Background: an optimization exercise with open tools, aiming at small area, a short achievable clock period and few clock cycles per item. Do not read the settings as production practice.
At most, simulation tests tie the RTL to the original design; equivalence was not proved.
Function not checked in run 5: the RTL went through the layout flow alone.
No activity file was given, so power comes from the tool's default toggle rates.

**flow/flow/run.sh**
```bash
#!/bin/bash
# Standard layout, with plain buffers on the ports.
export BUFFER_PORTS_ARGS="-buffer_cell sky130_fd_sc_hd__buf_2"
bash standard.sh > standard.log 2>&1
```
**flow/standard.sh**
```bash
#!/bin/bash
# synth_recipe.tcl (not shown) runs the flow's synth.tcl, then flattens the netlist and writes it again
# the make line also repeats each setting of config.mk as NAME=value (left out here)
make -C /OpenROAD-flow-scripts/flow DESIGN_CONFIG=/design/flow/config.mk WORK_HOME=/design/flow/orfs CLKGATE_MAP_FILE= SYNTH_SCRIPT=/design/flow/synth_recipe.tcl "${@:-finish}"
```
**flow/config.mk**
```make
export PLATFORM = sky130hd
export DESIGN_NAME = adler32
export DESIGN_NICKNAME = adler32
export VERILOG_FILES = /design/flow/design.v
export SDC_FILE = /design/flow/constraint.sdc
export NUM_CORES = 4
export LEC_CHECK = 0
export ABC_AREA = 1
export CAP_MARGIN = 20
export CORE_MARGIN = 2
export CORE_UTILIZATION = 40
export CTS_BUF_LIST = sky130_fd_sc_hd__clkbuf_4 sky130_fd_sc_hd__clkbuf_8
export SETUP_SLACK_MARGIN = 5
export SLEW_MARGIN = 20
```
**flow/design.v**
```verilog
module adler32(
    input clock,
    input rst_n,
    input size_valid,
    input [31:0] size,
    input data_start,
    input [7:0] data,
    output checksum_valid,
    output [31:0] checksum
);
    reg  [7:0]  d_q;       
    reg         ds_q;      
    reg         fa;        
    reg  [31:0] held;      
    reg         held_ok;   
    reg  [31:0] cnt;       
    reg         active;    
    reg         f2;        
    reg  [15:0] A, B;
    reg         vld;
    wire f1 = active & (cnt == 32'd1);    
    wire [15:0] a_in = fa ? 16'd0 : A;
    wire [8:0]  sl = a_in[7:0] + d_q + fa;
    wire [7:0]  ah1 = a_in[15:8] + 8'd1;
    wire        hff = &a_in[15:8];
    wire        hfe = (a_in[15:8] == 8'hFE);
    wire        lge = &sl[7:4] & |sl[3:0];                   
    wire        ga = sl[8] ? (hff | (hfe & lge)) : (hff & lge);   
    wire [7:0]  la = sl[7:0] + 8'd15;
    wire [15:0] a_nx = ga ? {8'd0, la} : {sl[8] ? ah1 : a_in[15:8], sl[7:0]};
    wire [16:0] xb = B + A;
    wire        nz = |xb[3:0];
    wire        gb = xb[16] | (&xb[15:4] & nz);
    wire [15:0] yb = {xb[15:4] + {11'd0, nz}, xb[3:0] - 4'd1};
    wire [15:0] b_nx = gb ? yb : xb[15:0];
    always @(posedge clock) begin
        d_q  <= f1 ? 8'd0 : data;
        ds_q <= data_start & rst_n;
        fa   <= ds_q;
        if (size_valid)
            held <= size;
        if (!rst_n) begin
            held_ok <= 1'b0;
            active  <= 1'b0;
            f2      <= 1'b0;
            vld     <= 1'b0;
        end else begin
            if (size_valid)
                held_ok <= 1'b1;
            if (ds_q)
                active <= held_ok;
            else if (f1)
                active <= 1'b0;
            f2  <= f1;
            vld <= f2;
        end
        cnt <= ds_q ? held : cnt - 32'd1;
        A <= a_nx;
        B <= fa ? 16'd0 : b_nx;
    end
    assign checksum_valid = vld;
    assign checksum = {B, A};
endmodule
```
**flow/constraint.sdc**
```tcl
create_clock -name core_clock -period 7.5 [get_ports {clock}]
set_input_delay 1.5000 -clock core_clock [delete_from_list [all_inputs] [get_ports {clock}]]
set_output_delay 1.5000 -clock core_clock [all_outputs]
set_load 0.01 [all_outputs]
```
==> impl_metrics.json, run 1 <==
{
  "num_rows": 45,
  "synth_compound_area_share_pct": 6.656,
  "routed_wirelength_um": 15190,
  "clock.fmax_ghz": 0.3919,
  "vdd_ir_drop_max_mv": 0.1653,
  "synth_area_leaders": "dfxtp_1 25%, edfxtp_1 15%, nand2_1 14%, nor2_1 7.7%, inv_1 6.8%",
  "yosys.area_share.simple_pct": 32.39,
  "hp-class": "flip-flop to flip-flop",
  "tns_ns": 0,
  "setup_viol": 0,
  "synth_common_cells": "239 x nand2_1, 129 x nor2_1, 114 x inv_1",
  "coreArea_um2": 15310,
  "synth_area_leader_cell": "dfxtp_1",
  "grt_pass1_vias": 5313,
  "grt.overflow.total": 0,
  "grt_pass1_wl_um": 24640,
  "grt_max_degree": 44,
  "synth_mux_area_share_pct": 0,
  "synth_enable_flop_cells": 32,
  "async_flop_share_pct": 0,
  "nets": 1060,
  "place_ws_ns": 4.543,
  "worst_slew_pin_slew_ns": 0.7043,
  "die_area_um2": 16760,
  "start_util_pct": 41.12,
  "synthXorXnorAreaFrac_pct": 5.126,
  "min_period_ns": 2.552,
  "drc_errors": 0,
  "cp-start-kind": "flip-flop",
  "drt_iter0_markers": 275,
  "slew_headroom_pct": 53.05,
  "io_buffer_count": 76,
  "synth-seq-area-share_pct": 40.06,
  "top_layer": "met4",
  "cts.sinks": 110,
  "clock_skew_ns": 0.01399,
  "end_kind": "flip-flop",
  "cts_tree": "yes",
  "crit_type": "flip-flop to flip-flop",
  "first_pass_iters": 5,
  "route.met3.wl_um": 666,
  "synth_area_um2": 6297,
  "netlist_instances": 876,
  "powerDensity_nw_per_um2": 412.2,
  "clk_pin_slew_worst_paths_ns": 0.11,
  "clockBufferDepth": 2,
  "fin_crit_sh_pct": 34.02,
  "drive_gt1_share_pct": 24.85,
  "wl_per_cell_um": 12.69,
  "status": "finished clean",
  "met2_length_um": 7562,
  "rsz0062_at_grt": "true",
  "avgViaCountPerCell": 4.773,
  "antenna_found_initial": 0,
  "holdBufCountCts": 0,
  "drv_slew": 0,
  "ys_types": 38,
  "dieHeight_um": 129.5,
  "gp_congestion": 0.8777,
  "via_count": 5713,
  "ios": 77,
  "numCtsBuffers": 9,
  "critPathRequiredTime_ns": 7.83,
  "synthFlopType": "dfxtp_1",
  "avgSynthCellArea_um2": 7.189,
  "ant_nets": 0,
  "synth_top_area_share_pct": 24.80,
  "final_hold_viol_count": 0,
  "cts_root_buf": "clkbuf_8",
  "synth_top_family_by_area": "simple AND/OR/NAND/NOR gates",
  "dp_hpwl_um": 11000,
  "max-cap-violations": 0,
  "ys_ff_latch": 110,
  "wl_met1_um": 6786,
  "num_antenna_cells": 0,
  "die_width_um": 129.5,
  "utilization_pct": 51.24,
  "grtUsageTotal_pct": 18.51,
  "critPathArrivalTime_ns": 2.89,
  "htree_levels": 3,
  "p_leak_nw": 3.755,
  "crit_fanout": 3,
  "syn_to_final_growth_pct": 24.62,
  "clock_latency_ns": 0.39,
  "yosysMostFrequentCell": "nand2_1",
  "syn-num-nets": 955,
  "ys_warn_count": 1,
  "synth_fa_ha_area_share_pct": 7.312,
  "layout_setup_ws_ns": 4.948
}
[flip-flops by register name, indices dropped and copies added (netlist names)]
| signal | flops |
|---|---|
| d_q | 8 |
| held_ok | 1 |
| held | 32 |
| fa | 1 |
| active | 1 |
| f2 | 1 |
| cnt | 32 |
| ds_q | 1 |
| B | 16 |
| vld | 1 |
| A | 16 |
[routing by layer]
metal	vias up	GRT usage, %
met1	2574	22.30
met4	0	3.922
met3	13	4.377
met2	118	33.65
met5	-	0
li1	3008	-
[placed cells by master, fill, tap and decap left out, drive strengths merged, types with 14 or more instances in the layout]
cell    Yosys  routed
a21oi      29      29
buf         7     103
dfxtp      78      78
edfxtp     32      32
ha         32      32
inv       122     125
nand2     243     246
nand3      68      68
nand4      14      14
nor2      133     133
o21ai      28      28
xor2       24      24
[power breakdown]
| group | total, mW | switching [mW] | internal, mW |
|---|---|---|---|
| combinational | 1.96 | 1.17 | 0.796 |
| clock | 0.421 | 0.222 | 0.198 |
| sequential | 0.853 | 0.107 | 0.745 |
| total | 3.23 | 1.50 | 1.74 |
[kinds of logic (layout without fill, tap and decap cells)]
group / count (synthesis) / count (layout)
AO/OA/AOI/OAI: 73 / 73
XOR/XNOR: 36 / 36
adder cells (fa/ha/maj): 35 / 35
buffers and inverters: 137 / 244
flip-flops: 110 / 110
AND/OR/NAND/NOR: 485 / 488
[layout make-up]
| type | count | area [um^2] |
|---|---|---|
| fill | 1557 | 7467 |
| multi-input combinational | 632 | 3684 |
| sequential | 110 | 2551 |
| timing repair buffer | 103 | 618.1 |
| inverter | 124 | 484.2 |
| tap | 211 | 264.0 |
| clock buffer | 10 | 131.4 |
| clock inverter | 6 | 103.9 |
| timing repair inverter | 1 | 11.26 |
[worst max-delay path, cell delays in order (launching register included)]
cell and delay (ns):
dfxtp_4 0.39, ha_4 0.14, inv_2 0.04, fa_2 0.59, ha_4 0.16, inv_2 0.03, nor2_1 0.10, nand3_2 0.10
ha_2 0.21, ha_4 0.17, nand3_4 0.06, nor2_4 0.04, buf_4 0.14, xor2_1 0.13, nand2_1 0.08, a21oi_2 0.12
[through the flow]
| stage | total power [mW] | instances | hold slack (ns) | area [um^2] |
|---|---|---|---|---|
| final | 3.235 | 1197 | 0.4494 | 7848 |
| after global routing | 3.528 | 1197 | 0.4775 | 7848 |
| after CTS | 3.049 | 1183 | 0.4534 | 7471 |
| after detailed placement | 2.449 | 1152 | 0.4282 | 6980 |
| after global placement | 2.442 | 1152 | 0.4276 | 6980 |
| after floorplan | 2.082 | 876 | 0.3900 | 6409 |
[what timing repair did]
item / CTS / global route
setup buffers: 13 / 12
pin swaps: 17 / 28
cloned: 2 / 2
endpoints found under the setup margin: 41 / 37
resized for setup: 36 / 71
[final timing paths]
| kind | start | end | slack, ns | cells past startpoint |
|---|---|---|---|---|
| worst max-delay path | A[0] | B[8] | 4.95 | 15 |
| worst min-delay path | held[29] | cnt[29] | 0.45 | 2 |
| worst max register to register | A[0] | B[8] | 4.95 | 15 |
| worst min register to register | held[29] | cnt[29] | 0.45 | 2 |
Testbench counts, summed over its fixed seeds: cycles 572,122, bytes 568,898.
==> inputs of run 2 (changes only) <==
--- a/flow/config.mk
+++ b/flow/config.mk
@@ -12,3 +12,3 @@
 export CTS_BUF_LIST = sky130_fd_sc_hd__clkbuf_4 sky130_fd_sc_hd__clkbuf_8
-export SETUP_SLACK_MARGIN = 5
+export SETUP_SLACK_MARGIN = 4.9
 export SLEW_MARGIN = 20
==> run 2 against run 1 <==
Net effect: register-to-register slack is essentially flat; maximum frequency shrank 1.3%; highest routed layer unchanged; still clean on timing, DRC and antenna; cell count is essentially flat; routed wire length shrank 1.3%.
==> impl_metrics.json, run 2 <==
{
  "routed_wirelength_um": 14990,
  "slew_headroom_pct": 52.89,
  "ios": 77,
  "synth_area_leaders": "dfxtp_1 25%, edfxtp_1 15%, nand2_1 14%, nor2_1 7.7%, inv_1 6.8%",
  "hold_depth": 2,
  "rr_worst_depth": 19,
  "synth_compound_area_share_pct": 6.656,
  "antenna_found_initial": 0,
  "synth_top_family_by_area": "simple AND/OR/NAND/NOR gates",
  "clock_skew_ns": 0.01710,
  "holdBufCountCts": 0,
  "io_buffer_count": 76,
  "ys_ff_latch": 110,
  "hp-start": "f2",
  "grt.overflow.total": 0,
  "wl_per_cell_um": 12.53,
  "start_util_pct": 41.12,
  "synth_fa_ha_area_share_pct": 7.312,
  "avgViaCountPerCell": 4.690,
  "via_count": 5609,
  "cts_root_buf": "clkbuf_8",
  "drc_errors": 0,
  "rsz0062_at_grt": "true",
  "path_buf_inv": 1,
  "ys_types": 38,
  "synth_enable_flop_cells": 32,
  "tns_ns": 0,
  "p_leak_nw": 3.684,
  "layout_commonest_cell": "nand2_1",
  "avgSynthCellArea_um2": 7.189,
  "synth_area_um2": 6297,
  "p_comb_share_pct": 62.2,
  "critPathRequiredTime_ns": 6.00,
  "dieHeight_um": 129.5,
  "syn_to_final_growth_pct": 22.01,
  "crit_family": "flip-flops",
  "end_kind": "primary output",
  "cp-startpoint": "A[3]",
  "final_hold_viol_count": 0,
  "num_rows": 45,
  "yosys.area_share.simple_pct": 32.39,
  "syn-num-nets": 955,
  "crit_cells": 1,
  "numCtsBuffers": 9,
  "synth_top_area_share_pct": 24.80,
  "synthXorXnorAreaFrac_pct": 5.126,
  "worst_slew_pin_slew_ns": 0.7067,
  "nets": 1059,
  "synth-seq-area-share_pct": 40.06,
  "die_width_um": 129.5,
  "grt_max_degree": 44,
  "dp_hpwl_um": 11050,
  "synthFlopType": "dfxtp_1",
  "ant_nets": 0,
  "cpPeakStageDelay_ns": 0.49,
  "coreArea_um2": 15310,
  "ys_warn_count": 1,
  "synth_mux_area_share_pct": 0,
  "powerDensity_nw_per_um2": 418.1,
  "vdd_ir_drop_max_mv": 0.2017,
  "layout_setup_ws_ns": 4.915,
  "yosysMostFrequentCell": "nand2_1",
  "grt_pass1_vias": 5114,
  "netlist_instances": 876,
  "die_area_um2": 16760,
  "p_int_mw": 1.702,
  "layout_common_cells": "224 x nand2_1, 117 x nor2_1, 109 x inv_1",
  "drive_gt1_share_pct": 22.13,
  "clk_pin_slew_worst_paths_ns": 0.12,
  "grt_pass1_wl_um": 23470,
  "critPathArrivalTime_ns": 1.08,
  "cts_tree": "yes",
  "first_pass_iters": 4,
  "hp-class": "flip-flop to flip-flop",
  "setup_viol": 0,
  "path_cells": "buf_2",
  "drv_slew": 0,
  "grtUsageTotal_pct": 17.70,
  "crit_type": "flip-flop to primary output",
  "clock_latency_ns": 0.40,
  "max-cap-violations": 0,
  "clock.fmax_ghz": 0.3869,
  "r2r-start": "A[0]",
  "status": "finished clean",
  "synth_common_cells": "239 x nand2_1, 129 x nor2_1, 114 x inv_1",
  "htree_levels": 3,
  "clkPwrFrac_pct": 11.1,
  "gp_congestion": 0.8305,
  "crit_fanout": 3,
  "min_period_ns": 2.585,
  "utilization_pct": 50.17,
  "async_flop_share_pct": 0,
  "p_switching_mw": 1.511,
  "clockBufferDepth": 2,
  "place_ws_ns": 4.193,
  "synth_area_leader_cell": "dfxtp_1",
  "pwr-share-seq_pct": 26.7,
  "p_sw_share_pct": 47.02,
  "top_regs": "cnt: 32 flops, held: 32 flops",
  "cp-start-kind": "flip-flop",
  "drt_iter0_markers": 150,
  "cts.sinks": 110,
  "num_antenna_cells": 0,
  "fin_crit_sh_pct": 34.46,
  "cpMaxStageDelayCell": "dfxtp_1"
}
-- run 2: cell families after synthesis --
logic type | count (synthesis)
fa+ha+maj | 35
flops | 110
buf+inv | 137
xor+xnor | 36
simple gates | 485
compound gates | 73
-- run 2: path summary, 6_finish.rpt --
kind / to / slack (ns)
worst min register to register: vld / 0.43
worst min-delay path: vld / 0.43
worst max register to register: B[14] / 4.94
worst max-delay path: checksum[3] / 4.92
-- run 2: final cells by class --
type,instances,area (um^2)
Fill cell,1573,7631
Multi-Input combinational cell,631,3618
Sequential cell,110,2541
Timing Repair Buffer,103,586.8
Inverter,124,476.7
Tap cell,211,264.0
Clock buffer,9,123.9
Clock inverter,7,67.56
Timing Repair inverter,1,5.005
-- run 2: power groups by stage --
stage / combinational (mW) / clock (mW) / sequential (mW)
final: 2.00 / 0.356 / 0.857
after global routing: 2.22 / 0.393 / 0.871
after CTS: 1.72 / 0.367 / 0.851
after detailed placement: 1.55 / 0 / 0.863
after global placement: 1.54 / 0 / 0.865
after floorplan: 1.19 / 0 / 0.851
-- run 2: repair_timing --
action,CTS,global route
resized for setup,26,56
pin swaps,8,31
hold endpoints to repair,0,0
setup buffers,11,15
gates cloned,0,3
endpoints found under the setup margin,32,33
-- run 2: routing by layer --
| metal | part of all wire [%] | wire (um) | track usage, % | vias up |
|---|---|---|---|---|
| li1 | - | - | - | 3004 |
| met1 | 47 | 6983 | 21.95 | 2505 |
| met2 | 49 | 7273 | 30.80 | 81 |
| met3 | 3.3 | 495 | 3.551 | 19 |
| met4 | 1.6 | 239 | 5.946 | 0 |
| met5 | 0 | 0 | 0 | - |
-- run 2: metrics by stage --
stage,instances,hold slack [ns],cell area [um^2],power (mW)
after detailed placement,1151,0.4319,6928,2.410
after CTS,1178,0.4468,7315,2.933
final,1196,0.4322,7684,3.212
after floorplan,876,0.3900,6357,2.043
after global placement,1151,0.4276,6928,2.406
after global routing,1196,0.4631,7684,3.485
-- run 2: tightest hold or removal path, cell delays in order (launching register included) --
cell and delay (ns):
dfxtp_1 0.31, nand2_1 0.05, inv_1 0.04
==> inputs of run 3 (changes only) <==
--- a/flow/config.mk
+++ b/flow/config.mk
@@ -12,3 +12,3 @@
 export CTS_BUF_LIST = sky130_fd_sc_hd__clkbuf_4 sky130_fd_sc_hd__clkbuf_8
-export SETUP_SLACK_MARGIN = 4.9
+export SETUP_SLACK_MARGIN = 4.95
 export SLEW_MARGIN = 20
==> run 3 against run 2 <==
Net effect: still clean on timing, DRC and antenna; sequential share of layout area fell by 1.8 points; combinational power up 13%; routed wire length up 7.4%; area after synthesis unchanged; cell count grew 0.84%; die area unchanged; non-clock buffer count is 9 higher; count of clock-buffer cells in the layout did not move; maximum frequency is 0.24% higher; global-route usage increased by 1.2 points; critical endpoint is now B[14]; largest cell class unchanged.
==> impl_metrics.json, run 3 <==
{
  "status": "finished clean",
  "synth_top_area_share_pct": 24.80,
  "synthFlopType": "dfxtp_1",
  "fillers": 1518,
  "max-cap-violations": 0,
  "synthXorXnorAreaFrac_pct": 5.126,
  "clk_pin_slew_worst_paths_ns": 0.11,
  "avgViaCountPerCell": 4.814,
  "ys_ff_latch": 110,
  "syn_to_final_growth_pct": 28.91,
  "antenna_found_initial": 0,
  "ys_types": 38,
  "syn-num-nets": 955,
  "critPathArrivalTime_ns": 2.87,
  "grt_pass1_vias": 5420,
  "synth_mux_area_share_pct": 0,
  "p_comb_share_pct": 64.9,
  "netlist_instances": 876,
  "whs_ns": 0.4207,
  "yosys.area_share.simple_pct": 32.39,
  "clock.fmax_ghz": 0.3878,
  "numCtsBuffers": 9,
  "drive_gt1_share_pct": 27.54,
  "synth_area_leader_cell": "dfxtp_1",
  "end_kind": "flip-flop",
  "yosysMostFrequentCell": "nand2_1",
  "cpPeakStageDelay_ns": 0.38,
  "drc_errors": 0,
  "power_mw": 3.488,
  "ios": 77,
  "grt_util_met2_pct": 33.37,
  "num_antenna_cells": 0,
  "pwr-share-seq_pct": 24.1,
  "grt_pass1_wl_um": 25050,
  "async_flop_share_pct": 0,
  "crit_type": "flip-flop to flip-flop",
  "die_area_um2": 16760,
  "worst_slew_pin_slew_ns": 0.7230,
  "via_count": 5806,
  "htree_levels": 3,
  "crit_fanout": 4,
  "slew_headroom_pct": 51.80,
  "dieHeight_um": 129.5,
  "synth_area_leaders": "dfxtp_1 25%, edfxtp_1 15%, nand2_1 14%, nor2_1 7.7%, inv_1 6.8%",
  "clockBufferDepth": 2,
  "synth_compound_area_share_pct": 6.656,
  "layout_common_cells": "210 x nand2_1, 111 x nor2_1, 106 x inv_1",
  "min_period_ns": 2.578,
  "cts_tree": "yes",
  "met3_usage_pct": 3.220,
  "fin_crit_sh_pct": 34.38,
  "hp-class": "flip-flop to flip-flop",
  "drt_iter0_markers": 272,
  "tns_ns": 0,
  "vdd_ir_drop_max_mv": 0.1956,
  "clock_skew_ns": 0.01440,
  "holdBufCountCts": 0,
  "p_leak_nw": 3.855,
  "cts.sinks": 110,
  "layout_commonest_cell": "nand2_1",
  "use_met1_pct": 23.60,
  "io_buffer_count": 76,
  "synth_top_family_by_area": "simple AND/OR/NAND/NOR gates",
  "p_sw_share_pct": 47.21,
  "grt.overflow.total": 0,
  "drv_slew": 0,
  "synth_enable_flop_cells": 32,
  "place_ws_ns": 4.355,
  "start_util_pct": 41.12,
  "critPathRequiredTime_ns": 7.79,
  "grt_max_degree": 44,
  "synth_fa_ha_area_share_pct": 7.312,
  "top_regs": "cnt: 32 flops, held: 32 flops",
  "num_rows": 45,
  "cp-start-kind": "flip-flop",
  "grtUsageTotal_pct": 18.89,
  "clock_latency_ns": 0.39,
  "p_int_mw": 1.841,
  "gp_congestion": 0.8570,
  "routed_wirelength_um": 16100,
  "dp_hpwl_um": 11500,
  "path_cells": "ha_4 -> inv_2 -> fa_2 -> inv_2 -> nand2_2 -> nand2_4 -> nand2_4 -> xor2_4 -> ha_4 -> ha_4 -> nand3_4 -> nor2_4 -> nand2_2 -> nor2_4 -> nand2_1 -> nand2_1 -> nand2_1 -> nor2_1 -> nor2_1",
  "nets": 1069,
  "top_usage_layer": "met2",
  "coreArea_um2": 15310,
  "ant_nets": 0,
  "ys_warn_count": 1,
  "dpl_cell_area_um2": 6937,
  "synth_common_cells": "239 x nand2_1, 129 x nor2_1, 114 x inv_1",
  "clkPwrFrac_pct": 11.0,
  "powerDensity_nw_per_um2": 429.7,
  "cpMaxStageDelayCell": "dfxtp_4",
  "rsz0062_at_grt": "true",
  "cts_root_buf": "clkbuf_8",
  "wl_per_cell_um": 13.35,
  "die_width_um": 129.5,
  "p_switching_mw": 1.647,
  "final_hold_viol_count": 0,
  "synth_area_um2": 6297,
  "synth-seq-area-share_pct": 40.06,
  "first_pass_iters": 4,
  "layout_setup_ws_ns": 4.922,
  "fin_area_um2": 8118,
  "setup_viol": 0,
  "avgSynthCellArea_um2": 7.189
}
-- run 3: cell counts after synthesis --
Identical to the previous run, type by type.
-- run 3: power groups by stage --
stage | clock network (mW) | registers, mW | logic, mW
detailed placement | 0 | 0.849 | 1.60
global route | 0.420 | 0.856 | 2.51
CTS | 0.397 | 0.835 | 1.86
floorplan | 0 | 0.851 | 1.20
finish | 0.383 | 0.841 | 2.26
global placement | 0 | 0.845 | 1.61
-- run 3: cell type report --
class / count / area (um^2) / share of cell area, %
Clock buffer: 9 / 123.9 / 1.526
Clock inverter: 7 / 87.58 / 1.079
Inverter: 124 / 485.5 / 5.980
Multi-Input combinational cell: 632 / 3871 / 47.69
Sequential cell: 110 / 2539 / 31.27
Tap cell: 211 / 264.0 / 3.252
Timing Repair Buffer: 112 / 730.7 / 9.001
Timing Repair inverter: 1 / 16.27 / 0.2004
-- run 3: through the flow --
step	util, %	instances
6_report	53.01	1206
5_1_grt	53.01	1206
4_1_cts	48.93	1189
3_5_place_dp	45.29	1151
3_3_place_gp	45.29	1151
2_1_floorplan	-	876
-- run 3: per-layer routing --
| layer | wire length, um | vias up |
|---|---|---|
| li1 | - | 3018 |
| met5 | 0 | - |
| met3 | 687 | 23 |
| met1 | 7126 | 2624 |
| met2 | 7970 | 141 |
| met4 | 311 | 0 |
-- run 3: logic make-up (layout without fill, tap and decap cells) --
kind of cell | count (synthesis) | count (layout)
fa+ha+maj | 35 | 35
compound gates | 73 | 73
buf+inv | 137 | 253
simple gates | 485 | 488
flops | 110 | 110
xor+xnor | 36 | 36
-- run 3: path summary, 6_finish.rpt --
kind | to | start | slack, ns | cells after the start
worst max-delay path | B[14] | A[0] | 4.92 | 19
worst min-delay path | vld | f2 | 0.42 | 2
worst max register to register | B[14] | A[0] | 4.92 | 19
worst min register to register | vld | f2 | 0.42 | 2
-- run 3: timing repair --
| action | in CTS | in global routing |
|---|---|---|
| buffers inserted | 21 | 14 |
| gates cloned | 1 | 3 |
| setup endpoints to repair | 32 | 33 |
| pin swaps | 22 | 34 |
| gates resized for setup | 43 | 109 |
-- run 3: critical path: cells and delay by family (launching register included) --
| family | cells | cell delay, ns |
|---|---|---|
| flops | 1 | 0.38 |
| fa+ha+maj | 4 | 0.79 |
| xor+xnor | 1 | 0.21 |
| buf+inv | 2 | 0.10 |
| simple gates | 12 | 1.00 |
==> inputs of run 4 (changes only) <==
--- a/flow/config.mk
+++ b/flow/config.mk
@@ -8,3 +8,3 @@
 export ABC_AREA = 1
-export CAP_MARGIN = 20
+export CAP_MARGIN = 0
 export CORE_MARGIN = 2
@@ -12,3 +12,3 @@
 export CTS_BUF_LIST = sky130_fd_sc_hd__clkbuf_4 sky130_fd_sc_hd__clkbuf_8
-export SETUP_SLACK_MARGIN = 4.95
-export SLEW_MARGIN = 20
+export SETUP_SLACK_MARGIN = 4.8
+export SLEW_MARGIN = 0
==> run 4 against run 3 <==
Net effect: via count fell by 4.0%; die area unchanged; clock power rose by 5.7%; flip-flop and latch count unchanged; hold slack worse by 0.0026 ns; maximum frequency is 0.65% lower; non-clock buffer count decreased by 16; largest cell class unchanged; register-to-register slack barely moved; worst setup slack worse by 0.017 ns; clock skew down 0.0043 ns; highest routed layer unchanged; sequential share of layout area increased by 2.3 points.
==> impl_metrics.json, run 4 <==
{
  "status": "finished clean",
  "path_buf_inv": 1,
  "synthFlopType": "dfxtp_1",
  "met3_usage_pct": 2.312,
  "critPathRequiredTime_ns": 6.00,
  "vdd_ir_drop_max_mv": 0.1809,
  "max-cap-violations": 0,
  "num_antenna_cells": 0,
  "die_area_um2": 16760,
  "powerDensity_nw_per_um2": 415.4,
  "dieHeight_um": 129.5,
  "power_mw": 3.145,
  "clockBufferDepth": 2,
  "rsz0062_at_grt": "false",
  "fin_crit_sh_pct": 34.60,
  "grtUsageTotal_pct": 18.38,
  "synth_area_um2": 6297,
  "clock.fmax_ghz": 0.3853,
  "grt_pass1_wl_um": 24280,
  "tns_ns": 0,
  "antenna_found_initial": 0,
  "cpMaxStageDelayCell": "dfxtp_1",
  "grt.overflow.total": 0,
  "drc_errors": 0,
  "syn-num-nets": 955,
  "ant_nets": 0,
  "drive_gt1_share_pct": 20.39,
  "gp_congestion": 0.8745,
  "synth_common_cells": "239 x nand2_1, 129 x nor2_1, 114 x inv_1",
  "num_rows": 45,
  "setup_viol": 0,
  "start_util_pct": 41.12,
  "rr_worst_depth": 17,
  "end_kind": "primary output",
  "clk_pin_slew_worst_paths_ns": 0.11,
  "netlist_instances": 876,
  "worst_slew_pin_slew_ns": 0.7262,
  "ys_warn_count": 1,
  "grt_pass1_vias": 5223,
  "die_width_um": 129.5,
  "routed_wirelength_um": 14790,
  "hp-start": "f2",
  "io_buffer_count": 76,
  "hp-class": "flip-flop to flip-flop",
  "synth_top_area_share_pct": 24.80,
  "utilization_pct": 49.44,
  "crit_type": "flip-flop to primary output",
  "holdBufCountCts": 0,
  "nets": 1050,
  "use_met1_pct": 22.57,
  "layout_common_cells": "227 x nand2_1, 122 x nor2_1, 110 x inv_1",
  "instances_no_fill": 1187,
  "grt_max_degree": 44,
  "synth_enable_flop_cells": 32,
  "r2r_end": "B[10]",
  "ys_ff_latch": 110,
  "min_period_ns": 2.595,
  "p_leak_nw": 3.625,
  "hold_depth": 2,
  "grt_util_met2_pct": 32.57,
  "htree_levels": 3,
  "layout_commonest_cell": "nand2_1",
  "cts.sinks": 110,
  "cts_root_buf": "clkbuf_8",
  "ios": 77,
  "cpPeakStageDelay_ns": 0.51,
  "path_cells": "buf_2",
  "synth_area_leader_cell": "dfxtp_1",
  "avgSynthCellArea_um2": 7.189,
  "syn_to_final_growth_pct": 20.23,
  "slew_headroom_pct": 51.59,
  "first_pass_iters": 4,
  "min_to": "vld",
  "top_usage_layer": "met2",
  "placed_cells": 1152,
  "wl_per_cell_um": 12.46,
  "crit_family": "flip-flops",
  "rrSetupSlack_ns": 4.92,
  "r2r-start": "A[0]",
  "ys_types": 38,
  "drt_iter0_markers": 217,
  "yosysMostFrequentCell": "nand2_1",
  "drv_slew": 0,
  "critPathArrivalTime_ns": 1.10,
  "via_count": 5576,
  "final_hold_viol_count": 0,
  "coreArea_um2": 15310,
  "avgViaCountPerCell": 4.698,
  "cp-start-kind": "flip-flop",
  "cts_tree": "yes",
  "clock_latency_ns": 0.39,
  "crit_fanout": 3,
  "async_flop_share_pct": 0,
  "synth_area_leaders": "dfxtp_1 25%, edfxtp_1 15%, nand2_1 14%, nor2_1 7.7%, inv_1 6.8%",
  "clock_skew_ns": 0.01007,
  "dp_hpwl_um": 11150,
  "fillers": 1543,
  "numCtsBuffers": 9,
  "top_regs": "cnt: 32 flops, held: 32 flops",
  "synth-seq-area-share_pct": 40.06
}
## run 4: cell counts after synthesis
No cell type changed its count.
## run 4: kinds of logic (layout without fill, tap and decap cells)
| family | after synthesis | after routing | share of synthesized area (%) |
|---|---|---|---|
| AND/OR/NAND/NOR | 485 | 486 | 32.39 |
| adder cells (fa/ha/maj) | 35 | 35 | 7.312 |
| XOR/XNOR | 36 | 36 | 5.126 |
| buffers and inverters | 137 | 236 | 8.464 |
| flip-flops | 110 | 110 | 40.06 |
| AO/OA/AOI/OAI | 73 | 73 | 6.656 |
## run 4: worst reg2reg max path: cells and delay by family, from the launching register on
family,cells,cell delay (ns)
buffers and inverters,2,0.10
AND/OR/NAND/NOR,9,0.74
AO/OA/AOI/OAI,1,0.12
adder cells (fa/ha/maj),5,1.20
flip-flops,1,0.38
## run 4: cell type report
cell class	instances	area (um^2)	area share, %
Tap cell	211	264.0	3.487
Clock inverter	7	102.6	1.355
Timing Repair Buffer	96	543.0	7.172
Inverter	124	474.2	6.263
Multi-Input combinational cell	630	3523	46.54
Clock buffer	9	123.9	1.636
Sequential cell	110	2540	33.55
## run 4: worst max-delay path by stage
stage / cells after the start / from / slack (ns) / end
detailed placement: 12 / fa / 4.17 / A[7]
global route: 17 / A[0] / 4.76 / B[10]
CTS: 19 / A[0] / 4.79 / B[13]
global placement: 12 / fa / 4.25 / A[7]
finish: 1 / A[7] / 4.90 / checksum[7]
floorplan: 14 / fa / 4.80 / A[2]
## run 4: what timing repair did
action                     CTS  global route
pin swaps                    6            21
gates cloned                 0             1
buffers inserted             7            11
gates resized for setup     26            48
setup endpoints to repair   32            32
## run 4: routing by layer
metal	wire length, um	share of wire (%)
met1	6820	46
met2	7141	48
met3	487	3.3
met4	338	2.3
met5	0	0
## run 4: per-stage QoR
stage	setup slack [ns]	instance area, um^2	hold WS, ns
floorplan	4.803	6307	0.3900
global route	4.762	7571	0.4338
detailed placement	4.170	6893	0.4023
finish	4.905	7571	0.4181
global placement	4.248	6893	0.4059
CTS	4.793	7274	0.4274
## run 4: power breakdown
part	switching, mW	total [mW]	internal [mW]
clock network	0.213	0.405	0.192
registers	0.113	0.855	0.742
logic	1.13	1.89	0.752
total	1.46	3.15	1.69
==> inputs of run 5 (changes only) <==
--- a/flow/design.v
+++ b/flow/design.v
@@ -20,3 +20,4 @@
     reg         vld;
-    wire f1 = active & (cnt == 32'd1);    
+    wire [31:0] cnt_m = ds_q ? held : cnt;
+    wire        f1 = active & (cnt_m == 32'd0);    
     wire [15:0] a_in = fa ? 16'd0 : A;
@@ -56,3 +57,3 @@
         end
-        cnt <= ds_q ? held : cnt - 32'd1;
+        cnt <= cnt_m - 32'd1;
         A <= a_nx;
--- a/flow/config.mk
+++ b/flow/config.mk
@@ -8,7 +8,6 @@
 export ABC_AREA = 1
-export CAP_MARGIN = 0
+export CAP_MARGIN = 20
 export CORE_MARGIN = 2
 export CORE_UTILIZATION = 40
-export CTS_BUF_LIST = sky130_fd_sc_hd__clkbuf_4 sky130_fd_sc_hd__clkbuf_8
 export SETUP_SLACK_MARGIN = 4.8
-export SLEW_MARGIN = 0
+export SLEW_MARGIN = 20
==> run 5 against run 4 <==
Net effect: cell area up 4.4%; cell count up 1.3%; clock power up 14%.
==> impl_metrics.json, run 5 <==
{
  "cp-start-kind": "flip-flop",
  "layout_setup_ws_ns": 4.832,
  "netlist_instances": 880,
  "cpPeakStageDelay_ns": 0.42,
  "regArea_um2": 2539,
  "synth_area_um2": 6496,
  "io_buffer_count": 76,
  "cts_root_buf": "clkbuf_16",
  "avgViaCountPerCell": 4.689,
  "clock_skew_ns": 0.01019,
  "via_count": 5636,
  "end_kind": "flip-flop",
  "synth_enable_flop_cells": 32,
  "path_cells": "buf_12 -> fa_2 -> fa_2 -> nand3_2 -> nand3_4 -> nand2_2 -> nand2_2 -> a21oi_2 -> or2_4 -> nand2_4 -> nor2_4 -> nand3_2 -> nand2_4 -> buf_6 -> nand3b_1 -> nand2_1",
  "ys_types": 44,
  "yosys.area_share.simple_pct": 33.19,
  "grt.overflow.total": 0,
  "num_rows": 46,
  "synth_top_family_by_area": "simple AND/OR/NAND/NOR gates",
  "ant_nets": 0,
  "die_area_um2": 17280,
  "layout_commonest_cell": "nand2_1",
  "numCtsBuffers": 9,
  "clk_pin_slew_worst_paths_ns": 0.08,
  "synth_area_leader_cell": "dfxtp_1",
  "ios": 77,
  "nets": 1059,
  "p_leak_nw": 3.832,
  "drc_errors": 0,
  "slew_headroom_pct": 51.58,
  "drv_slew": 0,
  "powerDensity_nw_per_um2": 385.3,
  "clock_latency_ns": 0.35,
  "layout_common_cells": "232 x nand2_1, 125 x inv_1, 86 x nor2_1",
  "coreArea_um2": 15890,
  "rsz0062_at_grt": "true",
  "syn_to_final_growth_pct": 21.69,
  "cts.sinks": 110,
  "drt_iter0_markers": 169,
  "num_antenna_cells": 0,
  "status": "finished clean",
  "hp-class": "flip-flop to flip-flop",
  "crit_type": "flip-flop to flip-flop",
  "fillers": 1595,
  "crit_fanout": 5,
  "synth-seq-area-share_pct": 38.83,
  "grtUsageTotal_pct": 17.50,
  "wl_per_cell_um": 12.72,
  "synth_common_cells": "243 x nand2_1, 129 x inv_1, 98 x nor2_1",
  "die_width_um": 131.4,
  "synthXorXnorAreaFrac_pct": 6.202,
  "holdBufCountCts": 0,
  "first_pass_iters": 5,
  "synth_fa_ha_area_share_pct": 6.895,
  "final_hold_viol_count": 0,
  "utilization_pct": 49.76,
  "syn-num-nets": 958,
  "ys_warn_count": 1,
  "critPathArrivalTime_ns": 2.97,
  "drive_gt1_share_pct": 22.21,
  "yosysMostFrequentCell": "nand2_1",
  "dp_hpwl_um": 11260,
  "vdd_ir_drop_max_mv": 0.1912,
  "start_util_pct": 40.89,
  "clockBufferDepth": 2,
  "htree_levels": 3,
  "synth_compound_area_share_pct": 5.297,
  "synth_area_leaders": "dfxtp_1 24%, edfxtp_1 15%, nand2_1 14%, inv_1 7.5%, ha_1 6.0%",
  "synth_mux_area_share_pct": 0.3082,
  "crit_family": "simple AND/OR/NAND/NOR gates",
  "avgSynthCellArea_um2": 7.382,
  "synthFlopType": "dfxtp_1",
  "min_period_ns": 2.668,
  "async_flop_share_pct": 0,
  "gp_congestion": 0.8683,
  "grt_pass1_vias": 5269,
  "cpMaxStageDelayCell": "fa_2",
  "clock.fmax_ghz": 0.3747,
  "setup_viol": 0,
  "cts_tree": "yes",
  "place_ws_ns": 4.266,
  "rrSetupSlack_ns": 4.83,
  "dieHeight_um": 131.4,
  "top_regs": "cnt: 32 flops, held: 32 flops",
  "multi_input_area_um2": 3675,
  "grt_pass1_wl_um": 24690,
  "critPathRequiredTime_ns": 7.80,
  "grt_max_degree": 34,
  "antenna_found_initial": 0,
  "fin_crit_sh_pct": 35.58,
  "synth_top_area_share_pct": 24.04,
  "routed_wirelength_um": 15290,
  "tns_ns": 0,
  "worst_slew_pin_slew_ns": 0.7263,
  "max-cap-violations": 0,
  "ys_ff_latch": 110,
  "path_buf_inv": 2
}
==> run 5: area by class of cell <==
class / count / area share (%)
clock buffers: 9 / 2.849
clock inverters: 7 / 0.7123
inverters: 138 / 6.616
multi-input cells: 621 / 46.49
flip-flops and latches: 110 / 32.11
well taps: 216 / 3.419
repair buffers: 101 / 7.803
==> run 5: stage by stage <==
stage / cell area, um^2 / power, mW / std cells / hold WS [ns]
after detailed placement: 7094 / 2.291 / 1162 / 0.4234
after global placement: 7094 / 2.282 / 1162 / 0.4233
after CTS: 7601 / 2.857 / 1191 / 0.4342
final: 7905 / 3.046 / 1202 / 0.4433
after global routing: 7905 / 3.336 / 1202 / 0.4700
after floorplan: 6528 / 1.933 / 880 / 0.3900
==> run 5: repair_timing <==
item | in CTS | in global routing
setup buffers | 13 | 10
hold endpoints to repair | 0 | 0
gates cloned | 0 | 1
pin swaps | 8 | 28
endpoints found under the setup margin | 60 | 52
gates resized for setup | 28 | 50
==> run 5: final timing paths <==
path / start / end / cells past startpoint
worst min register to register: f2 / vld / 2
worst min-delay path: f2 / vld / 2
worst max-delay path: fa / A[1] / 16
worst max register to register: fa / A[1] / 16
==> run 5: power breakdown <==
part / internal (mW) / switching (mW) / total, mW
combinational: 0.679 / 1.08 / 1.76
clock: 0.230 / 0.230 / 0.460
sequential: 0.740 / 0.0843 / 0.824
total: 1.65 / 1.40 / 3.05
==> run 5: worst register-to-register path, cell delays in order (launching register included) <==
cell and delay, ns:
dfxtp_4 0.37, buf_12 0.13, fa_2 0.40, fa_2 0.42, nand3_2 0.09, nand3_4 0.08
nand2_2 0.08, nand2_2 0.05, a21oi_2 0.15, or2_4 0.15, nand2_4 0.06, nor2_4 0.10
nand3_2 0.10, nand2_4 0.17, buf_6 0.15, nand3b_1 0.08, nand2_1 0.06
==> run 5: cell families (layout without fill, tap and decap cells) <==
| group | Yosys count | in the layout |
|---|---|---|
| AND/OR/NAND/NOR | 480 | 481 |
| flip-flops | 110 | 110 |
| XOR/XNOR | 46 | 46 |
| multiplexers | 2 | 2 |
| buffers and inverters | 150 | 255 |
| AO/OA/AOI/OAI | 58 | 58 |
| adder cells (fa/ha/maj) | 34 | 34 |
==> run 5: routing by layer <==
metal / track usage (%) / vias to the layer above / share of wire (%)
met2: 30.72 / 94 / 49
met3: 2.855 / 15 / 3.5
met5: 0 / - / 0
met4: 5.012 / 0 / 1.7
met1: 22.15 / 2549 / 46
li1: - / 2978 / -
==> inputs of run 6 (changes only) <==
--- a/flow/design.v
+++ b/flow/design.v
@@ -20,4 +20,3 @@
     reg         vld;
-    wire [31:0] cnt_m = ds_q ? held : cnt;
-    wire        f1 = active & (cnt_m == 32'd0);    
+    wire f1 = active & (cnt == 32'd1);    
     wire [15:0] a_in = fa ? 16'd0 : A;
@@ -57,3 +56,3 @@
         end
-        cnt <= cnt_m - 32'd1;
+        cnt <= ds_q ? held : cnt - 32'd1;
         A <= a_nx;
==> flow/flow/run.sh (replaced) <==
#!/bin/bash
# Standard layout, with plain buffers on the ports.
export BUFFER_PORTS_ARGS="-buffer_cell sky130_fd_sc_hd__buf_4"
bash standard.sh > standard.log 2>&1
--- a/flow/config.mk
+++ b/flow/config.mk
@@ -11,2 +11,3 @@
 export CORE_UTILIZATION = 40
+export CTS_BUF_LIST = sky130_fd_sc_hd__clkbuf_4 sky130_fd_sc_hd__clkbuf_8
 export SETUP_SLACK_MARGIN = 4.8
==> run 6 against run 5 <==
Net effect: cell count shrank 1.5%; first-iteration DRC count is 60% higher; utilization up 0.42 points; worst setup slack improved by 0.079 ns; clock skew is 0.0079 ns higher; critical path type unchanged.
==> impl_metrics.json, run 6 <==
{
  "critPathArrivalTime_ns": 2.86,
  "power_mw": 3.099,
  "synth_area_leader_cell": "dfxtp_1",
  "slew_headroom_pct": 57.45,
  "yosysMostFrequentCell": "nand2_1",
  "final_hold_viol_count": 0,
  "layout_common_cells": "226 x nand2_1, 122 x nor2_1, 110 x inv_1",
  "clock.fmax_ghz": 0.3862,
  "cpMaxStageDelayCell": "fa_2",
  "dp_hpwl_um": 11270,
  "pwr-share-seq_pct": 27.8,
  "first_pass_iters": 4,
  "hp-class": "flip-flop to flip-flop",
  "htree_levels": 3,
  "synthFlopType": "dfxtp_1",
  "r2r-start": "A[0]",
  "cts.sinks": 110,
  "synth_top_area_share_pct": 24.80,
  "cts_tree": "yes",
  "die_width_um": 129.5,
  "hp-start": "f2",
  "synth_common_cells": "239 x nand2_1, 129 x nor2_1, 114 x inv_1",
  "top_regs": "cnt: 32 flops, held: 32 flops",
  "ys_warn_count": 1,
  "fin_crit_sh_pct": 34.53,
  "rr_worst_depth": 13,
  "p_comb_share_pct": 61.3,
  "holdBufCountCts": 0,
  "p_int_mw": 1.638,
  "clockBufferDepth": 2,
  "synth_fa_ha_area_share_pct": 7.312,
  "worst_slew_pin_slew_ns": 0.6324,
  "via_count": 5637,
  "rrSetupSlack_ns": 4.91,
  "rsz0062_at_grt": "true",
  "powerDensity_nw_per_um2": 403.2,
  "ant_nets": 0,
  "grtUsageTotal_pct": 18.53,
  "coreArea_um2": 15310,
  "dieHeight_um": 129.5,
  "min_period_ns": 2.590,
  "grt_pass1_wl_um": 24630,
  "synth_top_family_by_area": "simple AND/OR/NAND/NOR gates",
  "drv_slew": 0,
  "drive_gt1_share_pct": 20.55,
  "grt_pass1_vias": 5293,
  "gp_congestion": 0.8582,
  "r2r_end": "A[9]",
  "crit_fanout": 10,
  "synth_compound_area_share_pct": 6.656,
  "cp-start-kind": "flip-flop",
  "end_kind": "flip-flop",
  "path_common_cell": "fa_2",
  "grt.overflow.total": 0,
  "clk_pin_slew_worst_paths_ns": 0.11,
  "synth-seq-area-share_pct": 40.06,
  "io_buffer_count": 76,
  "numCtsBuffers": 9,
  "drt_iter0_markers": 271,
  "layout_commonest_cell": "nand2_1",
  "routed_wirelength_um": 14990,
  "grt_max_degree": 44,
  "path_cells": "buf_4 -> inv_1 -> nor2_1 -> fa_2 -> fa_2 -> a31o_2 -> xor2_2 -> nor2_2 -> nand3_1 -> nand2_2 -> nand2_4 -> inv_8 -> a21oi_1",
  "netlist_instances": 876,
  "wl_per_cell_um": 12.66,
  "utilization_pct": 50.19,
  "clkPwrFrac_pct": 10.9,
  "synth_area_leaders": "dfxtp_1 25%, edfxtp_1 15%, nand2_1 14%, nor2_1 7.7%, inv_1 6.8%",
  "tns_ns": 0,
  "die_area_um2": 16760,
  "hold_depth": 2,
  "ios": 77,
  "start_util_pct": 41.12,
  "min_to": "vld",
  "status": "finished clean",
  "num_rows": 45,
  "p_sw_share_pct": 47.13,
  "critPathRequiredTime_ns": 7.77,
  "place_ws_ns": 4.213,
  "yosys.area_share.simple_pct": 32.39,
  "max-cap-violations": 0,
  "crit_type": "flip-flop to flip-flop",
  "ys_ff_latch": 110,
  "synthXorXnorAreaFrac_pct": 5.126,
  "clock_latency_ns": 0.39,
  "clock_skew_ns": 0.01807,
  "p_leak_nw": 3.643,
  "synth_enable_flop_cells": 32,
  "drc_errors": 0,
  "syn_to_final_growth_pct": 22.05,
  "layout_setup_ws_ns": 4.910,
  "antenna_found_initial": 0,
  "synth_area_um2": 6297,
  "nets": 1047,
  "synth_mux_area_share_pct": 0,
  "p_switching_mw": 1.460,
  "cts_root_buf": "clkbuf_8",
  "syn-num-nets": 955,
  "num_antenna_cells": 0,
  "ys_types": 38,
  "async_flop_share_pct": 0,
  "setup_viol": 0,
  "vdd_ir_drop_max_mv": 0.1806,
  "cpPeakStageDelay_ns": 0.44,
  "avgViaCountPerCell": 4.761,
  "avgSynthCellArea_um2": 7.189
}
-- run 6: changes by cell type after synthesis, moves of 6 or more --
cell,previous run,this run
or2_0,10,0
o21ai_2,9,0
nor2_1,98,129
o21ai_0,10,25
o21ai_1,10,3
xnor2_1,5,12
or2_1,7,0
a31oi_1,0,10
a21oi_2,0,6
inv_1,129,114
xor2_1,41,23
-- run 6: worst max path at each step --
| stage | from | end | slack [ns] | depth (start not counted) |
|---|---|---|---|---|
| floorplan | fa | A[2] | 4.80 | 14 |
| global placement | fa | A[7] | 4.24 | 12 |
| detailed placement | fa | A[6] | 4.21 | 12 |
| CTS | A[0] | B[14] | 4.80 | 19 |
| global route | A[0] | A[2] | 4.77 | 14 |
| finish | A[0] | A[9] | 4.91 | 13 |
-- run 6: cell families after synthesis --
kind of cell | after synthesis
AOI/OAI and AO/OA | 73
buffers and inverters | 137
adders and majority gates | 35
DFF | 110
xor gates and xnor gates | 36
and+or+nand+nor | 485
-- run 6: timing repair --
action,4_1_cts,5_1_grt
endpoints found under the setup margin,32,32
pin swaps,8,21
gates cloned,0,1
buffers inserted,9,6
hold endpoints to repair,0,0
gates resized for setup,31,46
-- run 6: metrics by stage --
stage / cells / hold WS (ns) / cell area, um^2
6_report: 1184 / 0.4254 / 7686
2_1_floorplan: 876 / 0.3900 / 6307
5_1_grt: 1184 / 0.4442 / 7686
3_3_place_gp: 1152 / 0.4042 / 7083
4_1_cts: 1177 / 0.4313 / 7448
3_5_place_dp: 1152 / 0.4096 / 7083
-- run 6: metal layers --
| layer | vias to the layer above | wire length, um | global-route usage [%] |
|---|---|---|---|
| li1 | 2978 | - | - |
| met1 | 2552 | 6861 | 23.57 |
| met2 | 90 | 7391 | 32.35 |
| met3 | 17 | 535 | 2.931 |
| met4 | 0 | 200 | 5.819 |
| met5 | - | 0 | 0 |
-- run 6: layout make-up --
class,count,area [um^2]
clock buffer,10,131.4
clock inverter,6,46.29
fill,1562,7629
inverter,124,476.7
multi-input combinational,630,3528
sequential,110,2541
tap,211,264.0
timing repair buffer,93,698.2
-- run 6: power groups by stage --
stage,logic [mW],clock network (mW),registers (mW)
final,1.90,0.338,0.860
after global routing,2.14,0.377,0.877
after CTS,1.68,0.348,0.850
after detailed placement,1.56,0,0.860
after global placement,1.55,0,0.862
after floorplan,1.16,0,0.845
-- run 6: critical path, delay by kind of cell, from the launching register on --
| kind | cells | cell delay (ns) |
|---|---|---|
| adders and majority gates | 2 | 0.80 |
| buffers and inverters | 3 | 0.28 |
| xor gates and xnor gates | 1 | 0.16 |
| and+or+nand+nor | 5 | 0.56 |
| DFF | 1 | 0.38 |
| AOI/OAI and AO/OA | 2 | 0.28 |
Testbench counts of run 6, summed over its fixed seeds: cycles 572,122, bytes 568,898.
==> inputs of run 7 (changes only) <==
==> flow/flow/run.sh (replaced) <==
#!/bin/bash
# Standard layout, with plain buffers on the ports and without the full and
# half adder cells, so that adders are mapped to plain gates that timing
# repair can restructure and size.
export BUFFER_PORTS_ARGS="-buffer_cell sky130_fd_sc_hd__buf_2"
export DONT_USE_CELLS="sky130_fd_sc_hd__fa_1 sky130_fd_sc_hd__fa_2 sky130_fd_sc_hd__fa_4 sky130_fd_sc_hd__ha_1 sky130_fd_sc_hd__ha_2 sky130_fd_sc_hd__ha_4"
bash standard.sh > standard.log 2>&1
--- a/flow/config.mk
+++ b/flow/config.mk
@@ -10,3 +10,3 @@
 export CORE_MARGIN = 2
-export CORE_UTILIZATION = 40
+export CORE_UTILIZATION = 50
 export CTS_BUF_LIST = sky130_fd_sc_hd__clkbuf_4 sky130_fd_sc_hd__clkbuf_8
==> run 7 against run 6 <==
Net effect: still clean; first-iteration DRC count fell by 8.5%; combinational power barely moved; total power grew 0.26%; global-route usage is 4.5 points higher; clock power about the same; critical path type is now flip-flop to primary output; largest cell class unchanged; highest routed layer unchanged.
==> impl_metrics.json, run 7 <==
{
  "status": "finished clean",
  "coreArea_um2": 12160,
  "syn_to_final_growth_pct": 17.82,
  "crit_family": "flip-flops",
  "drt_iter0_markers": 248,
  "grt_util_met2_pct": 40.54,
  "synth-seq-area-share_pct": 40.06,
  "numCtsBuffers": 9,
  "dp_hpwl_um": 11210,
  "met3_usage_pct": 3.166,
  "rsz0062_at_grt": "true",
  "nets": 1049,
  "top_regs": "cnt: 32 flops, held: 32 flops",
  "ys_warn_count": 1,
  "utilization_pct": 61.01,
  "synth_area_leader_cell": "dfxtp_1",
  "wl_per_cell_um": 12.80,
  "min_period_ns": 2.591,
  "place_ws_ns": 4.137,
  "p_leak_nw": 3.604,
  "io_buffer_count": 76,
  "clock.fmax_ghz": 0.3859,
  "netlist_instances": 876,
  "clkPwrFrac_pct": 10.9,
  "setup_viol": 0,
  "drc_errors": 0,
  "cts_tree": "yes",
  "dieHeight_um": 116.2,
  "syn-num-nets": 955,
  "dpl_cell_area_um2": 6832,
  "crit_fanout": 3,
  "path_cells": "buf_2",
  "antenna_found_initial": 0,
  "pwr-share-seq_pct": 27.2,
  "synth_common_cells": "239 x nand2_1, 129 x nor2_1, 114 x inv_1",
  "clock_latency_ns": 0.40,
  "crit_type": "flip-flop to primary output",
  "holdBufCountCts": 0,
  "start_util_pct": 51.78,
  "layout_common_cells": "229 x nand2_1, 118 x nor2_1, 110 x inv_1",
  "cpMaxStageDelayCell": "dfxtp_1",
  "final_hold_viol_count": 0,
  "hp-class": "flip-flop to flip-flop",
  "vdd_ir_drop_max_mv": 0.2282,
  "synth_enable_flop_cells": 32,
  "p_comb_share_pct": 61.9,
  "avgViaCountPerCell": 4.938,
  "critPathArrivalTime_ns": 1.09,
  "instances_no_fill": 1143,
  "num_rows": 40,
  "critPathRequiredTime_ns": 6.00,
  "grtUsageTotal_pct": 22.99,
  "synth_area_leaders": "dfxtp_1 25%, edfxtp_1 15%, nand2_1 14%, nor2_1 7.7%, inv_1 6.8%",
  "power_mw": 3.107,
  "clk_pin_slew_worst_paths_ns": 0.10,
  "first_pass_iters": 5,
  "die_width_um": 116.2,
  "drv_slew": 0,
  "placed_cells": 1108,
  "grt.overflow.total": 0,
  "clockBufferDepth": 2,
  "die_area_um2": 13510,
  "avgSynthCellArea_um2": 7.189,
  "ys_types": 38,
  "p_sw_share_pct": 46.81,
  "layout_setup_ws_ns": 4.909,
  "tns_ns": 0,
  "ant_nets": 0,
  "ys_ff_latch": 110,
  "slew_headroom_pct": 53.48,
  "powerDensity_nw_per_um2": 418.7,
  "via_count": 5644,
  "path_buf_inv": 1,
  "async_flop_share_pct": 0,
  "cp-start-kind": "flip-flop",
  "grt_pass1_vias": 5383,
  "routed_wirelength_um": 14630,
  "gp_congestion": 0.9318,
  "cts_root_buf": "clkbuf_8",
  "num_antenna_cells": 0,
  "fin_crit_sh_pct": 34.55,
  "clock_skew_ns": 0.01884,
  "synth_top_area_share_pct": 24.80,
  "synthFlopType": "dfxtp_1",
  "grt_pass1_wl_um": 24310,
  "cpPeakStageDelay_ns": 0.51,
  "cts.sinks": 110,
  "synth_area_um2": 6297,
  "p_int_mw": 1.652,
  "worst_slew_pin_slew_ns": 0.6978,
  "drive_gt1_share_pct": 20.21,
  "end_kind": "primary output",
  "fin_area_um2": 7420,
  "whs_ns": 0.4197,
  "max-cap-violations": 0,
  "top_usage_layer": "met2",
  "yosysMostFrequentCell": "nand2_1",
  "use_met1_pct": 28.37,
  "grt_max_degree": 44,
  "htree_levels": 3,
  "ios": 77,
  "p_switching_mw": 1.454,
  "layout_commonest_cell": "nand2_1"
}
[run 7: changes by cell type in the layout (fill, tap and decap cells not counted), moves of 3 or more]
| cell | change |
|---|---|
| nor2_1 | -4 |
| nand2_2 | -3 |
| dfxtp_2 | -5 |
| clkinv_4 | -3 |
| nand2_1 | +3 |
| dfxtp_1 | +5 |
| buf_2 | +76 |
| nor2_4 | -3 |
| nor2_2 | +7 |
| buf_4 | -74 |
[run 7: worst paths after layout]
| kind | start | to | slack (ns) | depth (start not counted) |
|---|---|---|---|---|
| max | A[8] | checksum[8] | 4.91 | 1 |
| min | f2 | vld | 0.42 | 2 |
| max reg2reg | A[0] | B[8] | 4.92 | 15 |
| min reg2reg | f2 | vld | 0.42 | 2 |
[run 7: final cells by class]
type | instances | area [um^2]
clock buffers | 10 | 131.4
fillers | 1155 | 4742
well taps | 168 | 210.2
flip-flops and latches | 110 | 2535
clock inverters | 6 | 45.04
multi-input cells | 629 | 3496
repair buffers | 96 | 534.3
inverters | 124 | 467.9
[run 7: kinds of logic (layout without fill, tap and decap cells)]
family                   after synthesis  in the layout  share of synthesized area, %
XOR/XNOR                              36             36                         5.126
flip-flops                           110            110                         40.06
AO/OA/AOI/OAI                         73             73                         6.656
AND/OR/NAND/NOR                      485            485                         32.39
buffers and inverters                137            236                         8.464
adder cells (fa/ha/maj)               35             35                         7.312
[run 7: timing repair]
item | CTS | global route
setup buffers | 12 | 7
pin swaps | 11 | 23
resized for setup | 23 | 46
setup endpoints to repair | 32 | 32
[run 7: power by group through the flow]
stage | logic, mW | registers [mW] | clock network [mW]
2_1_floorplan | 1.16 | 0.845 | 0
3_3_place_gp | 1.53 | 0.847 | 0
3_5_place_dp | 1.53 | 0.850 | 0
4_1_cts | 1.69 | 0.839 | 0.353
5_1_grt | 2.15 | 0.860 | 0.372
6_report | 1.92 | 0.845 | 0.338
[run 7: per-layer routing]
metal	vias to the layer above	share of wire, %
met5	-	0
li1	2973	-
met3	22	3.2
met4	0	2.2
met1	2550	45
met2	99	49
==> inputs of run 8 (changes only) <==
--- a/flow/config.mk
+++ b/flow/config.mk
@@ -12,3 +12,3 @@
 export CTS_BUF_LIST = sky130_fd_sc_hd__clkbuf_4 sky130_fd_sc_hd__clkbuf_8
-export SETUP_SLACK_MARGIN = 4.8
+export SETUP_SLACK_MARGIN = 5
 export SLEW_MARGIN = 20
==> run 8 against run 7 <==
Net effect: still clean on timing, DRC and antenna; via count up 4.6%; worst setup slack lost 0.036 ns; clock skew shrank 0.0063 ns; cell area rose by 6.8%; sequential power about the same; critical path depth increased by 17; maximum frequency decreased by 1.4%; cell count rose by 1.7%; combinational power up 15%; highest routed layer unchanged.
==> impl_metrics.json, run 8 <==
{
  "antenna_found_initial": 0,
  "synth_fa_ha_area_share_pct": 7.312,
  "synth_area_leader_cell": "dfxtp_1",
  "cts_root_buf": "clkbuf_8",
  "utilization_pct": 65.17,
  "synthXorXnorAreaFrac_pct": 5.126,
  "top_regs": "cnt: 32 flops, held: 32 flops",
  "multi_input_area_um2": 3766,
  "clock.fmax_ghz": 0.3806,
  "synth-seq-area-share_pct": 40.06,
  "dieHeight_um": 116.2,
  "drt_iter0_markers": 365,
  "synth_top_family_by_area": "simple AND/OR/NAND/NOR gates",
  "clockBufferDepth": 2,
  "synth_area_leaders": "dfxtp_1 25%, edfxtp_1 15%, nand2_1 14%, nor2_1 7.7%, inv_1 6.8%",
  "die_area_um2": 13510,
  "slew_headroom_pct": 50.98,
  "p_comb_share_pct": 64.5,
  "p_switching_mw": 1.600,
  "regArea_um2": 2546,
  "syn-num-nets": 955,
  "drive_gt1_share_pct": 25.35,
  "setup_viol": 0,
  "fin_crit_sh_pct": 35.03,
  "synth_enable_flop_cells": 32,
  "start_util_pct": 51.78,
  "ys_warn_count": 1,
  "syn_to_final_growth_pct": 25.87,
  "status": "finished clean",
  "io_buffer_count": 76,
  "cpMaxStageDelayCell": "dfxtp_4",
  "clock_latency_ns": 0.39,
  "cts.sinks": 110,
  "cp-start-kind": "flip-flop",
  "clkPwrFrac_pct": 10.7,
  "num_antenna_cells": 0,
  "end_kind": "flip-flop",
  "ys_ff_latch": 110,
  "synth_compound_area_share_pct": 6.656,
  "max-cap-violations": 0,
  "fin_area_um2": 7926,
  "clk_pin_slew_worst_paths_ns": 0.10,
  "htree_levels": 3,
  "routed_wirelength_um": 16280,
  "powerDensity_nw_per_um2": 429.7,
  "synth_area_um2": 6297,
  "tns_ns": 0,
  "numCtsBuffers": 9,
  "first_pass_iters": 5,
  "yosysMostFrequentCell": "nand2_1",
  "ys_types": 38,
  "via_count": 5902,
  "grt_max_degree": 44,
  "gp_congestion": 0.9208,
  "synthFlopType": "dfxtp_1",
  "die_width_um": 116.2,
  "critPathArrivalTime_ns": 2.91,
  "min_period_ns": 2.627,
  "rsz0062_at_grt": "true",
  "path_cells": "ha_4 -> inv_2 -> fa_2 -> inv_2 -> nand2_2 -> nand2_4 -> nand2_4 -> xor2_4 -> buf_4 -> nand2_1 -> nor2_1 -> nand2_1 -> nor2_2 -> nand3_4 -> nand2_8 -> inv_4 -> nor2_1 -> nor2_1",
  "clock_skew_ns": 0.01256,
  "nets": 1068,
  "synth_mux_area_share_pct": 0,
  "cpPeakStageDelay_ns": 0.38,
  "grtUsageTotal_pct": 23.78,
  "yosys.area_share.simple_pct": 32.39,
  "grt_pass1_vias": 5469,
  "layout_common_cells": "215 x nand2_1, 116 x nor2_1, 107 x inv_1",
  "final_hold_viol_count": 0,
  "num_rows": 40,
  "dpl_cell_area_um2": 6919,
  "vdd_ir_drop_max_mv": 0.2042,
  "holdBufCountCts": 0,
  "synth_top_area_share_pct": 24.80,
  "worst_slew_pin_slew_ns": 0.7353,
  "p_sw_share_pct": 46.97,
  "critPathRequiredTime_ns": 7.79,
  "avgSynthCellArea_um2": 7.189,
  "async_flop_share_pct": 0,
  "dp_hpwl_um": 11800,
  "drv_slew": 0,
  "path_common_cell": "nor2_1",
  "cts_tree": "yes",
  "synth_common_cells": "239 x nand2_1, 129 x nor2_1, 114 x inv_1",
  "netlist_instances": 876,
  "ant_nets": 0,
  "crit_fanout": 8,
  "p_int_mw": 1.806,
  "crit_type": "flip-flop to flip-flop",
  "p_leak_nw": 3.761,
  "wl_per_cell_um": 14.01,
  "pwr-share-seq_pct": 24.8,
  "coreArea_um2": 12160,
  "ios": 77,
  "grt_pass1_wl_um": 25040,
  "avgViaCountPerCell": 5.079,
  "grt.overflow.total": 0,
  "layout_commonest_cell": "nand2_1",
  "hp-class": "flip-flop to flip-flop",
  "fillers": 1079,
  "drc_errors": 0
}
## run 8: critical path: cells and delay by family, from the launching register on
family / cells / cell delay [ns]
simple gates: 11 / 1.17
fa+ha+maj: 2 / 0.49
flops: 1 / 0.38
buf+inv: 4 / 0.32
xor+xnor: 1 / 0.17
## run 8: path summary, 6_finish.rpt
path | start | to | slack (ns) | depth (start not counted)
setup / recovery | B[0] | B[5] | 4.87 | 18
hold / removal | f2 | vld | 0.42 | 2
setup reg to reg | B[0] | B[5] | 4.87 | 18
hold reg to reg | f2 | vld | 0.42 | 2
## run 8: power by group through the flow
| stage | registers, mW | logic [mW] | clock network (mW) |
|---|---|---|---|
| floorplan | 0.851 | 1.23 | 0 |
| global placement | 0.847 | 1.65 | 0 |
| detailed placement | 0.854 | 1.65 | 0 |
| CTS | 0.841 | 1.90 | 0.373 |
| global route | 0.857 | 2.43 | 0.392 |
| finish | 0.845 | 2.20 | 0.363 |
## run 8: cells by family after synthesis
kind of cell,Yosys count
AND/OR/NAND/NOR,485
buffers and inverters,137
flip-flops,110
AO/OA/AOI/OAI,73
XOR/XNOR,36
adder cells (fa/ha/maj),35
## run 8: layout make-up
| cell class | count | area share [%] |
|---|---|---|
| Clock buffer | 11 | 1.752 |
| Clock inverter | 5 | 0.7103 |
| Inverter | 124 | 6.109 |
| Multi-Input combinational cell | 632 | 47.51 |
| Sequential cell | 110 | 32.12 |
| Tap cell | 168 | 2.652 |
| Timing Repair Buffer | 111 | 9.029 |
| Timing Repair inverter | 1 | 0.1105 |
## run 8: metal layers
| metal | vias up | routed length [um] | global-route usage [%] |
|---|---|---|---|
| met5 | - | 0 | 0 |
| met4 | 0 | 626 | 11.51 |
| met3 | 32 | 720 | 3.425 |
| met2 | 170 | 8013 | 41.40 |
| met1 | 2687 | 6918 | 28.94 |
| li1 | 3013 | - | - |
## run 8: stage by stage
step	worst slack (ns)	power, mW	cells	hold WS (ns)
final	4.873	3.406	1162	0.4200
after global routing	4.737	3.677	1162	0.4384
after CTS	4.948	3.116	1144	0.4231
after detailed placement	4.470	2.508	1108	0.4007
after global placement	4.510	2.501	1108	0.4028
after floorplan	4.959	2.082	876	0.3900
## run 8: what timing repair did
item / 4_1_cts / 5_1_grt
cloned: 2 / 2
buffers inserted: 18 / 16
endpoints found under the setup margin: 37 / 33
pin swaps: 21 / 38
gates resized for setup: 41 / 72

-- port drivers added, routing unchanged --
How much do the figures lean on ideal ports? The routed layouts below were timed once more, with nothing changed but the port constraints. Step 1: set_driving_cell puts a clkbuf_16 on clock and a buf_2 on each other input, an assumption about the parent block. Step 2 times the ports against the registers' clock, not the clock port: input delays grow and output delays shrink by t, the midpoint of the rising clock arrivals with the driver on. Three values: no drivers, after step 1, after step 2; two values: the first two.
run | t (ns) | setup WS [ns] | hold WS [ns] | worst setup path after step 2 | clock arrival spread, ns
run 1 | 0.423 | 4.948 / 4.948 / 4.948 | 0.449 / 0.449 / 0.449 | register to register | 0.014 / 0.014
run 2 | 0.423 | 4.915 / 4.883 / 4.944 | 0.432 / 0.432 / 0.432 | register to register | 0.017 / 0.017
run 3 | 0.413 | 4.922 / 4.897 / 4.922 | 0.421 / 0.421 / 0.421 | register to register | 0.015 / 0.015
run 4 | 0.420 | 4.905 / 4.869 / 4.922 | 0.418 / 0.418 / 0.418 | register to register | 0.011 / 0.010
run 5 | 0.388 | 4.832 / 4.832 / 4.832 | 0.443 / 0.443 / 0.443 | register to register | 0.010 / 0.011
run 6 | 0.410 | 4.910 / 4.909 / 4.910 | 0.425 / 0.425 / 0.425 | register to register | 0.018 / 0.018
run 7 | 0.421 | 4.909 / 4.875 / 4.924 | 0.420 / 0.420 / 0.420 | register to register | 0.019 / 0.019
run 8 | 0.415 | 4.873 / 4.873 / 4.873 | 0.420 / 0.420 / 0.420 | register to register | 0.012 / 0.013
After both steps setup and hold are still met in every run listed.
